Background: an optimization exercise with open tools, aiming at small area. Do not read the settings as production practice. In this exercise RTL edits were held to simulation tests only and were not proved equivalent to the original. Power is estimated from default activity; no workload was simulated.

// wrapper
module wrapper(
  input sck,
  input ws,
  input rst,
  input start,
  input S_AXIS_tready,
  input [7:0]sd,
  output   [7:0] flag_mux_to_adc_debug,
  output   [7:0] flag_adc_to_mux_debug,
  output [127:0] S_AXIS_tdata,
  output         S_AXIS_tvalid,
  output         S_AXIS_tlast,
  output [255:0] data_debug
);
For scale: roughly 420 I/O pins, ~0.017 sq mm of cells after synthesis.
==> flow/config.mk <==
export PLATFORM = sky130hd
export DESIGN_NAME = wrapper
export DESIGN_NICKNAME = wrapper
export VERILOG_FILES = /design/flow/design.v
export SDC_FILE = /design/flow/constraint.sdc
export NUM_CORES = 4
export LEC_CHECK = 0
export CAP_MARGIN = 20
export CORE_MARGIN = 2
export CORE_UTILIZATION = 70
export SLEW_MARGIN = 20
==> flow/constraint.sdc <==
create_clock -name core_clock -period 5.0 [get_ports {sck}]
set_input_delay 1.0000 -clock core_clock [delete_from_list [all_inputs] [get_ports {sck}]]
set_output_delay 1.0000 -clock core_clock [all_outputs]
set_load 0.01 [all_outputs]
standard.sh (not shown) runs the stock make flow with config.mk's settings and CLKGATE_MAP_FILE= SYNTH_SCRIPT=/design/flow/synth_recipe.tcl, a recipe that flattens the netlist after the stock synthesis.
==> flow/flow/run.sh <==
#!/bin/bash
# The standard layout (standard.sh) with these changes:
#  - synthesis maps logic with an area-oriented ABC script (flow/synth.tcl);
#    flip-flops are mapped exactly as in the standard synthesis
#  - every port gets the smallest buffer, buf_1
#  - clock tree synthesis: larger sink clusters, clkbuf_4/clkbuf_8, no
#    dummy loads
#  - constant outputs share one tie cell (no tie fanout repair)
# Each tool's output goes to a log of its own in this folder.
set -euo pipefail
here=$(pwd)
export FLOW_ABC_SCRIPT=$here/flow/abc_area.script
export BUFFER_PORTS_ARGS="-buffer_cell sky130_fd_sc_hd__buf_1"
export CTS_ARGS="-sink_clustering_enable -repair_clock_nets -dont_use_dummy_load -sink_clustering_size 20 -sink_clustering_max_diameter 40 -buf_list {sky130_fd_sc_hd__clkbuf_8}"
export SKIP_REPAIR_TIE_FANOUT=1
sed "s#SYNTH_SCRIPT=[^ ]*#SYNTH_SCRIPT=$here/flow/synth.tcl#" standard.sh > flow_standard.sh
grep -q "SYNTH_SCRIPT=$here/flow/synth.tcl" flow_standard.sh
bash flow_standard.sh > standard.log 2>&1
==> flow/flow/abc_area.script <==
strash
dch -f
amap -m -F 4 -A 8
topo
strash
dch -f
amap -m -F 4 -A 8
topo
==> flow/flow/synth.tcl <==
# The standard flow's synthesis script (synth_recipe.tcl) with one change: ABC maps the
# logic with an area-oriented script (flow/abc_area.script) instead of
# ORFS's speed script. Flip-flops are mapped before ABC runs, so the
# registers, their names and cell types are those of the standard synthesis.
proc synth {args} { yosys synth -nofsm -noshare {*}$args }
proc abc {args} {
  set i [lsearch -exact $args -script]
  if { $i >= 0 } {
    lset args [expr {$i + 1}] $::env(FLOW_ABC_SCRIPT)
  }
  yosys abc {*}$args
}
source $::env(SCRIPTS_DIR)/synth.tcl
# left out here: clear keep_hierarchy, flatten, clean up, hide names made inside functions, write 1_2_yosys.v
Then changed:
--- a/flow/flow/run.sh
+++ b/flow/flow/run.sh
@@ -13,3 +13,3 @@
 export BUFFER_PORTS_ARGS="-buffer_cell sky130_fd_sc_hd__buf_1"
-export CTS_ARGS="-sink_clustering_enable -repair_clock_nets -dont_use_dummy_load -sink_clustering_size 20 -sink_clustering_max_diameter 40 -buf_list {sky130_fd_sc_hd__clkbuf_8}"
+export CTS_ARGS="-sink_clustering_enable -repair_clock_nets -dont_use_dummy_load -sink_clustering_size 10 -sink_clustering_max_diameter 40 -buf_list {sky130_fd_sc_hd__clkbuf_4}"
 export SKIP_REPAIR_TIE_FANOUT=1
--- a/flow/config.mk
+++ b/flow/config.mk
@@ -9,3 +9,4 @@
 export CORE_MARGIN = 2
-export CORE_UTILIZATION = 70
+export CORE_UTILIZATION = 75
+export PLACE_DENSITY = 0.85
 export SLEW_MARGIN = 20
The changed run ran to the end with no violations. Global-route usage rises by 1.9 points. Area after synthesis does not change. Worst setup slack improves by 0.096 ns. Total power falls by 2.4%. Final area falls by 1.1%. Worst hold slack improves by 0.015 ns. Clock-buffer cell count rises by 10. Combinational power barely changes. Utilization rises by 4.6 points. Die area falls by 6.5%. Critical path depth falls by 5.
Then changed:
--- a/flow/config.mk
+++ b/flow/config.mk
@@ -9,4 +9,3 @@
 export CORE_MARGIN = 2
-export CORE_UTILIZATION = 75
-export PLACE_DENSITY = 0.85
+export CORE_UTILIZATION = 70
 export SLEW_MARGIN = 20
Hold slack barely changes.
Utilization goes down by 5.4 points.
Worst setup slack loses 0.12 ns.
Design area barely changes.
Fmax goes down by a few percent.
Then changed:
--- a/flow/config.mk
+++ b/flow/config.mk
@@ -9,3 +9,3 @@
 export CORE_MARGIN = 2
-export CORE_UTILIZATION = 70
+export CORE_UTILIZATION = 50
 export SLEW_MARGIN = 20
The changed run passed the timing, DRC and antenna checks.
Die area grows by 39%.
Worst hold slack is worse by 0.014 ns.
Power goes up by about 0.36%.
Wire length is about the same.
Utilization fell by 22 points.
Critical path depth goes down by 1.


Setup of run A:
wrapper, a different RTL version from the one above (not shown whole).
Size: ~420 I/O pins.
Design wrapper, start of the top module:
module wrapper(
  input sck,
  input ws,
  input rst,
  input start,
  input S_AXIS_tready,
  input [7:0]sd,
  output   [7:0] flag_mux_to_adc_debug,
  output   [7:0] flag_adc_to_mux_debug,
  output [127:0] S_AXIS_tdata,
  output         S_AXIS_tvalid,
  output         S_AXIS_tlast,
  output [255:0] data_debug
);
Settings: LEC_CHECK=0, CAP_MARGIN=20, CORE_MARGIN=2, CORE_UTILIZATION=40, SLEW_MARGIN=20; clock period 5.0 ns.
==> flow/flow/run.sh <==
#!/bin/bash
# The standard layout (standard.sh) with these changes:
#  - synthesis maps logic with an area-oriented ABC script (flow/synth.tcl);
#    flip-flops are mapped exactly as in the standard synthesis
#  - every port gets the smallest buffer, buf_1
#  - clock tree synthesis: larger sink clusters, clkbuf_16, no
#    dummy loads
#  - constant outputs share one tie cell (no tie fanout repair)
# Each tool's output goes to a log of its own in this folder.
set -euo pipefail
here=$(pwd)
export FLOW_ABC_SCRIPT=$here/flow/abc_area.script
export BUFFER_PORTS_ARGS="-buffer_cell sky130_fd_sc_hd__buf_1"
export CTS_ARGS="-sink_clustering_enable -repair_clock_nets -dont_use_dummy_load -sink_clustering_size 32 -sink_clustering_max_diameter 80 -buf_list {sky130_fd_sc_hd__clkbuf_16}"
export SKIP_REPAIR_TIE_FANOUT=1
sed "s#SYNTH_SCRIPT=[^ ]*#SYNTH_SCRIPT=$here/flow/synth.tcl#" standard.sh > flow_standard.sh
grep -q "SYNTH_SCRIPT=$here/flow/synth.tcl" flow_standard.sh
bash flow_standard.sh > standard.log 2>&1
Scripts as last shown in full above: flow/flow/abc_area.script, flow/flow/synth.tcl
Here is what was changed in the inputs of run B compared with run A.
- CORE_UTILIZATION now 65, was 40
- PLACE_DENSITY now 0.75, previously not set
diff --git a/flow/flow/run.sh b/flow/flow/run.sh
--- a/flow/flow/run.sh
+++ b/flow/flow/run.sh
@@ -5,3 +5,3 @@
 #  - every port gets the smallest buffer, buf_1
-#  - clock tree synthesis: larger sink clusters, clkbuf_16, no
+#  - clock tree synthesis: larger sink clusters, clkbuf_4/clkbuf_8, no
 #    dummy loads
@@ -13,3 +13,3 @@
 export BUFFER_PORTS_ARGS="-buffer_cell sky130_fd_sc_hd__buf_1"
-export CTS_ARGS="-sink_clustering_enable -repair_clock_nets -dont_use_dummy_load -sink_clustering_size 32 -sink_clustering_max_diameter 80 -buf_list {sky130_fd_sc_hd__clkbuf_16}"
+export CTS_ARGS="-sink_clustering_enable -repair_clock_nets -dont_use_dummy_load -sink_clustering_size 20 -sink_clustering_max_diameter 40 -buf_list {sky130_fd_sc_hd__clkbuf_4 sky130_fd_sc_hd__clkbuf_8}"
 export SKIP_REPAIR_TIE_FANOUT=1
--- outcome ---
- Summary of run B over run A: final cell count went down; worst slack after detailed placement moved down.
- The power consumption on run A is in line with that on run B.
- Relative to run A, the first-pass GRT wire length measured on run B has decreased by a few percent.
- Diff run A -> run B: first-pass iteration count of the detailed router saw a decrease; die outline height went down about 20%; routed wire length now sits lower.
diff inputs: run B => run C
- swapping 65 for 40 in CORE_UTILIZATION
- swapping 20 for 5 in CAP_MARGIN
- clearing PLACE_DENSITY, which used to be 0.75
- swapping 20 for 5 in SLEW_MARGIN
diff --git a/flow/flow/run.sh b/flow/flow/run.sh
--- a/flow/flow/run.sh
+++ b/flow/flow/run.sh
@@ -13,3 +13,3 @@
 export BUFFER_PORTS_ARGS="-buffer_cell sky130_fd_sc_hd__buf_1"
-export CTS_ARGS="-sink_clustering_enable -repair_clock_nets -dont_use_dummy_load -sink_clustering_size 20 -sink_clustering_max_diameter 40 -buf_list {sky130_fd_sc_hd__clkbuf_4 sky130_fd_sc_hd__clkbuf_8}"
+export CTS_ARGS="-sink_clustering_enable -repair_clock_nets -dont_use_dummy_load -sink_clustering_size 20 -sink_clustering_max_diameter 60 -buf_list {sky130_fd_sc_hd__clkbuf_4 sky130_fd_sc_hd__clkbuf_8}"
 export SKIP_REPAIR_TIE_FANOUT=1
Notes after the runs:
Looking at maximum net fanout on the critical path, run C sits 48 below run B.
Changes observed in run C relative to run B: first-pass GRT wire length climbed 5.1%; number of clock buffers inserted by TritonCTS decreased by about 17% relative to the old numbers; utilization now sits lower.
Changes observed in run C relative to run B: instance area after placement went up, share of total power in the clock network went down, global-route total usage across every layer went down, headroom to the max-slew limit went down, overall power of the completed layout went down.
--- input diff run C..run D ---
- SLEW_MARGIN: 5 -> 20
- CAP_MARGIN: 5 -> 20
diff --git a/flow/flow/run.sh b/flow/flow/run.sh
--- a/flow/flow/run.sh
+++ b/flow/flow/run.sh
@@ -13,3 +13,3 @@
 export BUFFER_PORTS_ARGS="-buffer_cell sky130_fd_sc_hd__buf_1"
-export CTS_ARGS="-sink_clustering_enable -repair_clock_nets -dont_use_dummy_load -sink_clustering_size 20 -sink_clustering_max_diameter 60 -buf_list {sky130_fd_sc_hd__clkbuf_4 sky130_fd_sc_hd__clkbuf_8}"
+export CTS_ARGS="-sink_clustering_enable -repair_clock_nets -dont_use_dummy_load -sink_clustering_size 10 -sink_clustering_max_diameter 40 -buf_list {sky130_fd_sc_hd__clkbuf_4}"
 export SKIP_REPAIR_TIE_FANOUT=1
==> comparison <==
Diff run C -> run D: sequential share of layout area essentially unchanged; number of H-tree levels increased 1.
Comparing run C against run D, there is no change at all in sequential cell count.
For run E, these inputs were changed with respect to run D:
diff --git a/flow/flow/run.sh b/flow/flow/run.sh
--- a/flow/flow/run.sh
+++ b/flow/flow/run.sh
@@ -13,3 +13,3 @@
 export BUFFER_PORTS_ARGS="-buffer_cell sky130_fd_sc_hd__buf_1"
-export CTS_ARGS="-sink_clustering_enable -repair_clock_nets -dont_use_dummy_load -sink_clustering_size 10 -sink_clustering_max_diameter 40 -buf_list {sky130_fd_sc_hd__clkbuf_4}"
+export CTS_ARGS="-sink_clustering_enable -repair_clock_nets -dont_use_dummy_load -sink_clustering_size 16 -sink_clustering_max_diameter 50 -buf_list {sky130_fd_sc_hd__clkbuf_8}"
 export SKIP_REPAIR_TIE_FANOUT=1
Notes after the runs:
- Compared with run D, run E shows a largest vdd supply drop that is about 5% lower.
- Run comparison: run E worst hold-check path type reg2reg; run D worst hold-check path type in2reg
- Post-layout utilization of the core | run E above run D
- Cmp run E vs run D: minimum period implied by the final worst setup slack lower in run E
- Compared with run D, run E shows a lower number of buffers inserted during clock tree synthesis.
- From run D to run E the numbers moved as follows: reported leakage power barely changed; design area climbed about 0.54%.
- Compared with run D, in run E maximum number of pins on one net before global-route repair neither gained nor lost much, highest achievable clock rate has increased.
- Diff run D -> run E: number of global-route vias before repair lower; number of nets in the layout went down.


build 51:
RTL: one of the versions met above, not the one the previous note started from.
Size: roughly 1,100 cells after synthesis, about 17,000 sq um of cells after synthesis.
// wrapper
module wrapper(
  input sck,
  input ws,
  input rst,
  input start,
  input S_AXIS_tready,
  input [7:0]sd,
  output   [7:0] flag_mux_to_adc_debug,
  output   [7:0] flag_adc_to_mux_debug,
  output [127:0] S_AXIS_tdata,
  output         S_AXIS_tvalid,
  output         S_AXIS_tlast,
  output [255:0] data_debug
);
  wire [95:0] data_a, data_b, tdata;
  wire        valid_a, valid_b, ready_a, ready_b, run;
  adc u_adc_a (
    .sck(sck), .rst(rst), .ws(ws), .run(run), .sd(sd[3:0]),
    .flag_in(ready_a), .flag_out(valid_a), .data(data_a)
  );
  adc u_adc_b (
    .sck(sck), .rst(rst), .ws(ws), .run(run), .sd(sd[7:4]),
    .flag_in(ready_b), .flag_out(valid_b), .data(data_b)
  );
  mux m0 (
    .clk(sck), .rst(rst), .start(start), .S_AXIS_tready(S_AXIS_tready),
    .data_a(data_a), .data_b(data_b),
    .flag_a_in(valid_a), .flag_b_in(valid_b),
    .tdata(tdata), .S_AXIS_tvalid(S_AXIS_tvalid), .S_AXIS_tlast(S_AXIS_tlast),
    .flag_a_out(ready_a), .flag_b_out(ready_b), .run(run)
  );
  assign flag_mux_to_adc_debug = {{4{ready_b}}, {4{ready_a}}};
  assign flag_adc_to_mux_debug = {{4{valid_b}}, {4{valid_a}}};
  genvar i;
  generate
    for (i = 0; i < 4; i = i + 1) begin : g_out
      assign data_debug[32*i +: 32]      = {data_a[24*i +: 24], 8'h00};
      assign data_debug[32*(i+4) +: 32]  = {data_b[24*i +: 24], 8'h00};
      assign S_AXIS_tdata[32*i +: 32]    = {tdata[24*i +: 24], 8'h00};
    end
  endgenerate
endmodule
clock: 5.0 ns
lec_check: 0
cap_margin: 20
core_margin: 2
core_utilization: 70
gpl_routability_driven: 0
gpl_timing_driven: 0
slew_margin: 20
==> flow/flow/run.sh <==
#!/bin/bash
# The standard layout (standard.sh) with these changes:
#  - synthesis maps logic with an area-oriented ABC script (flow/synth.tcl);
#    flip-flops are mapped exactly as in the standard synthesis
#  - every port gets the smallest buffer, buf_1
#  - clock tree synthesis: larger sink clusters, clkbuf_4, no
#    dummy loads
#  - constant outputs share one tie cell (no tie fanout repair)
# Each tool's output goes to a log of its own in this folder.
set -euo pipefail
here=$(pwd)
export FLOW_ABC_SCRIPT=$here/flow/abc_area.script
export BUFFER_PORTS_ARGS="-buffer_cell sky130_fd_sc_hd__buf_1"
export CTS_ARGS="-sink_clustering_enable -repair_clock_nets -dont_use_dummy_load -sink_clustering_size 10 -sink_clustering_max_diameter 40 -buf_list {sky130_fd_sc_hd__clkbuf_4}"
export SKIP_REPAIR_TIE_FANOUT=1
sed "s#SYNTH_SCRIPT=[^ ]*#SYNTH_SCRIPT=$here/flow/synth.tcl#" standard.sh > flow_standard.sh
grep -q "SYNTH_SCRIPT=$here/flow/synth.tcl" flow_standard.sh
bash flow_standard.sh > standard.log 2>&1
Scripts as last shown in full above: flow/flow/abc_area.script, flow/flow/synth.tcl
Build 51 was carried through to the last stage, and its layout satisfied the timing, DRC and antenna checks.
Relative to build 51, the following input files were edited for build 70:
- removing GPL_TIMING_DRIVEN (formerly 0)
- changing CORE_UTILIZATION from 70 to 30
- removing GPL_ROUTABILITY_DRIVEN (formerly 0)
--- a/flow/flow/run.sh
+++ b/flow/flow/run.sh
@@ -5,3 +5,3 @@
 #  - every port gets the smallest buffer, buf_1
-#  - clock tree synthesis: larger sink clusters, clkbuf_4, no
+#  - clock tree synthesis: larger sink clusters, clkbuf_4/clkbuf_8, no
 #    dummy loads
Findings:
Build 51 vs build 70, most utilized layer in the global route result: met2 vs met1
The estimated power of build 70 ends up higher than the estimate for build 51.
Build 70 vs build 51 — clock-buffer cell count climbed by more than a quarter
Compared with build 51, build 70 ends up with a smaller final cell area.
Build 70 packs its core more loosely than build 51.
The layout overhead on the synthesized area number comes out higher for build 51 vs build 70.
Higher clock latency on the worst-skew pair was reported by build 70, not build 51.
From build 51 to build 70 the numbers moved as follows: maximum level of the CTS H-tree went up by 1, sequential share of layout area went up by 1.8 points.
Input changes introduced in build 9 (baseline for comparison: build 70):
- a change of CORE_UTILIZATION from 30 to 60
Results
- Changes observed in build 9 relative to build 70: area growth from synthesis to layout now sits lower, static leakage power now sits lower, share of final layout cell area taken by non-clock buffers now sits higher, power after layout now sits lower, relative contribution of the clock network to total power now sits lower.
- The higher number of global-route vias before repair of build 9 and build 70 is in build 70.
- Build 9 has completed all stages; timing, DRC and antenna checks passed.
- A type of the tightest min-delay check of in2async is what build 70 shows, while reg2reg belongs to build 9.
- Build 9: endpoint required time on the critical path is 0.06 ns lower than what build 70 reported.
- From build 70 to build 9, final sum of negative setup slack did not move at all.
- Max critical path depth across build 9 and build 70: build 9
- Power in combinational cells of build 9 falls short of that of build 70 by a few percent.
- [build 9 vs build 70] proportion of power drawn by combinational gates: higher in build 9
### build 9 -> build 83
- CORE_UTILIZATION: 60 -> 40
Results
- Compared build 83 vs build 9, and count of non-CTS buffers in the layout is down in build 83.
- Between build 83 and build 9, it is build 83 whose number of placed cells counting well taps is higher, by 12%.
- Cmp build 83 and build 9 / clock latency at the later pin of the worst-skew pair / lower: build 9
- Between build 83 and build 9, it is build 83 whose global-route usage is lower, by 6.4 points.
- Diff build 9 -> build 83: shortest clock period the worst path allows after layout now smaller; wire length rose by about 9%.
- Build 83 ended with more ratio of total power to cell area than build 9.
- Build 83 — post-layout utilization of the core 21 points lower, build 9 as reference
- Between build 83 and build 9, it is build 83 whose fraction of area in multi-input gates is lower, by 0.29 points.
Setup changes, build 83 to build 10
- CORE_UTILIZATION changed from 40 to 80
Notes after the runs:
The lower wire length came out of build 10. The fill cell total of the finished layout in build 10 is 0.25 times that in build 83. The total power of the final layout of build 10 was superior to that of build 83. Build 10: iteration count of the initial detailed-routing pass is 1 higher than what build 83 reported. Comparing the two runs side by side, build 10 comes out ahead of build 83 on final worst-path setup slack.
For build 82, these inputs were changed with respect to build 10:
- a change of CORE_UTILIZATION from 80 to 70
- an added GPL_TIMING_DRIVEN of 0
--- a/flow/flow/run.sh
+++ b/flow/flow/run.sh
@@ -5,3 +5,3 @@
 #  - every port gets the smallest buffer, buf_1
-#  - clock tree synthesis: larger sink clusters, clkbuf_4/clkbuf_8, no
+#  - clock tree synthesis: larger sink clusters, clkbuf_4, no
 #    dummy loads
Findings:
Build 82 vs build 10, worst setup path endpoint: u_adc_a.data[29] vs flag_adc_to_mux_debug[1]. Compared with build 10, largest voltage drop on the vdd net in build 82 decreased by a little under 10%. Higher period utilization goes to build 82 over build 10. Re met1 track utilization from global routing: build 10 was higher than build 82.

## static timing again, ports no longer ideal
In the flow no input, the clock included, has a driving cell. The finished layouts below were timed again as built, in two steps.
Step 1: set_driving_cell puts a clkbuf_16 on sck and a buf_2 on each other input, an assumption about the parent block.
Step 2 adds t to the input delays and takes it off the output delays; t is the mean of the earliest and latest rising clock arrival at the registers after step 1. Input paths then give back, and output paths get back, about the clock's delay inside the block.
a / b / c = ideal / step 1 / step 2; a / b = the first two.
| run | t (ns) | setup WS [ns] | worst hold slack (ns) | worst data-port slew with drivers (ns) | cell pins on the clock port's net |
|---|---|---|---|---|---|
| the first run of note 1 | 0.597 | 1.886 / 1.886 / 1.867 | 0.408 / 0.408 / 0.408 | 0.03 | 1 |
| the second run of note 1 | 0.732 | 1.982 / 1.939 / 1.952 | 0.422 / 0.422 / 0.422 | 0.04 | 1 |
| the third run of note 1 | 0.750 | 1.863 / 1.818 / 1.886 | 0.422 / 0.398 / 0.443 | 0.04 | 1 |
| the fourth run of note 1 | 0.709 | 1.970 / 1.923 / 2.020 | 0.409 / 0.409 / 0.409 | 0.03 | 1 |
| run A | 0.599 | 1.979 / 1.929 / 1.882 | 0.426 / 0.426 / 0.426 | 0.04 | 1 |
| run B | 0.603 | 1.744 / 1.699 / 1.725 | 0.389 / 0.389 / 0.389 | 0.03 | 1 |
| run C | 0.617 | 1.886 / 1.841 / 1.897 | 0.387 / 0.387 / 0.387 | 0.04 | 1 |
| run D | 0.763 | 1.757 / 1.712 / 1.872 | 0.397 / 0.383 / 0.408 | 0.04 | 1 |
| run E | 0.645 | 1.870 / 1.825 / 1.879 | 0.413 / 0.413 / 0.413 | 0.04 | 1 |
| build 51 | 0.728 | 1.596 / 1.596 / 1.596 | 0.274 / 0.249 / 0.429 | 0.04 | 1 |
| build 70 | 0.784 | 1.844 / 1.819 / 1.844 | 0.331 / 0.302 / 0.364 | 0.04 | 1 |
| build 9 | 0.749 | 1.427 / 1.427 / 1.362 | 0.421 / 0.401 / 0.421 | 0.04 | 1 |
| build 83 | 0.768 | 1.857 / 1.810 / 1.874 | 0.407 / 0.407 / 0.407 | 0.04 | 1 |
| build 10 | 0.724 | 1.916 / 1.873 / 1.949 | 0.427 / 0.405 / 0.440 | 0.03 | 1 |
| build 82 | 0.728 | 1.596 / 1.596 / 1.596 | 0.274 / 0.249 / 0.429 | 0.04 | 1 |
After both steps setup and hold are still met in every run listed. For run A, which loses most, drivers alone change the setup slack by -0.050 ns; drivers and shift together by -0.097 ns.
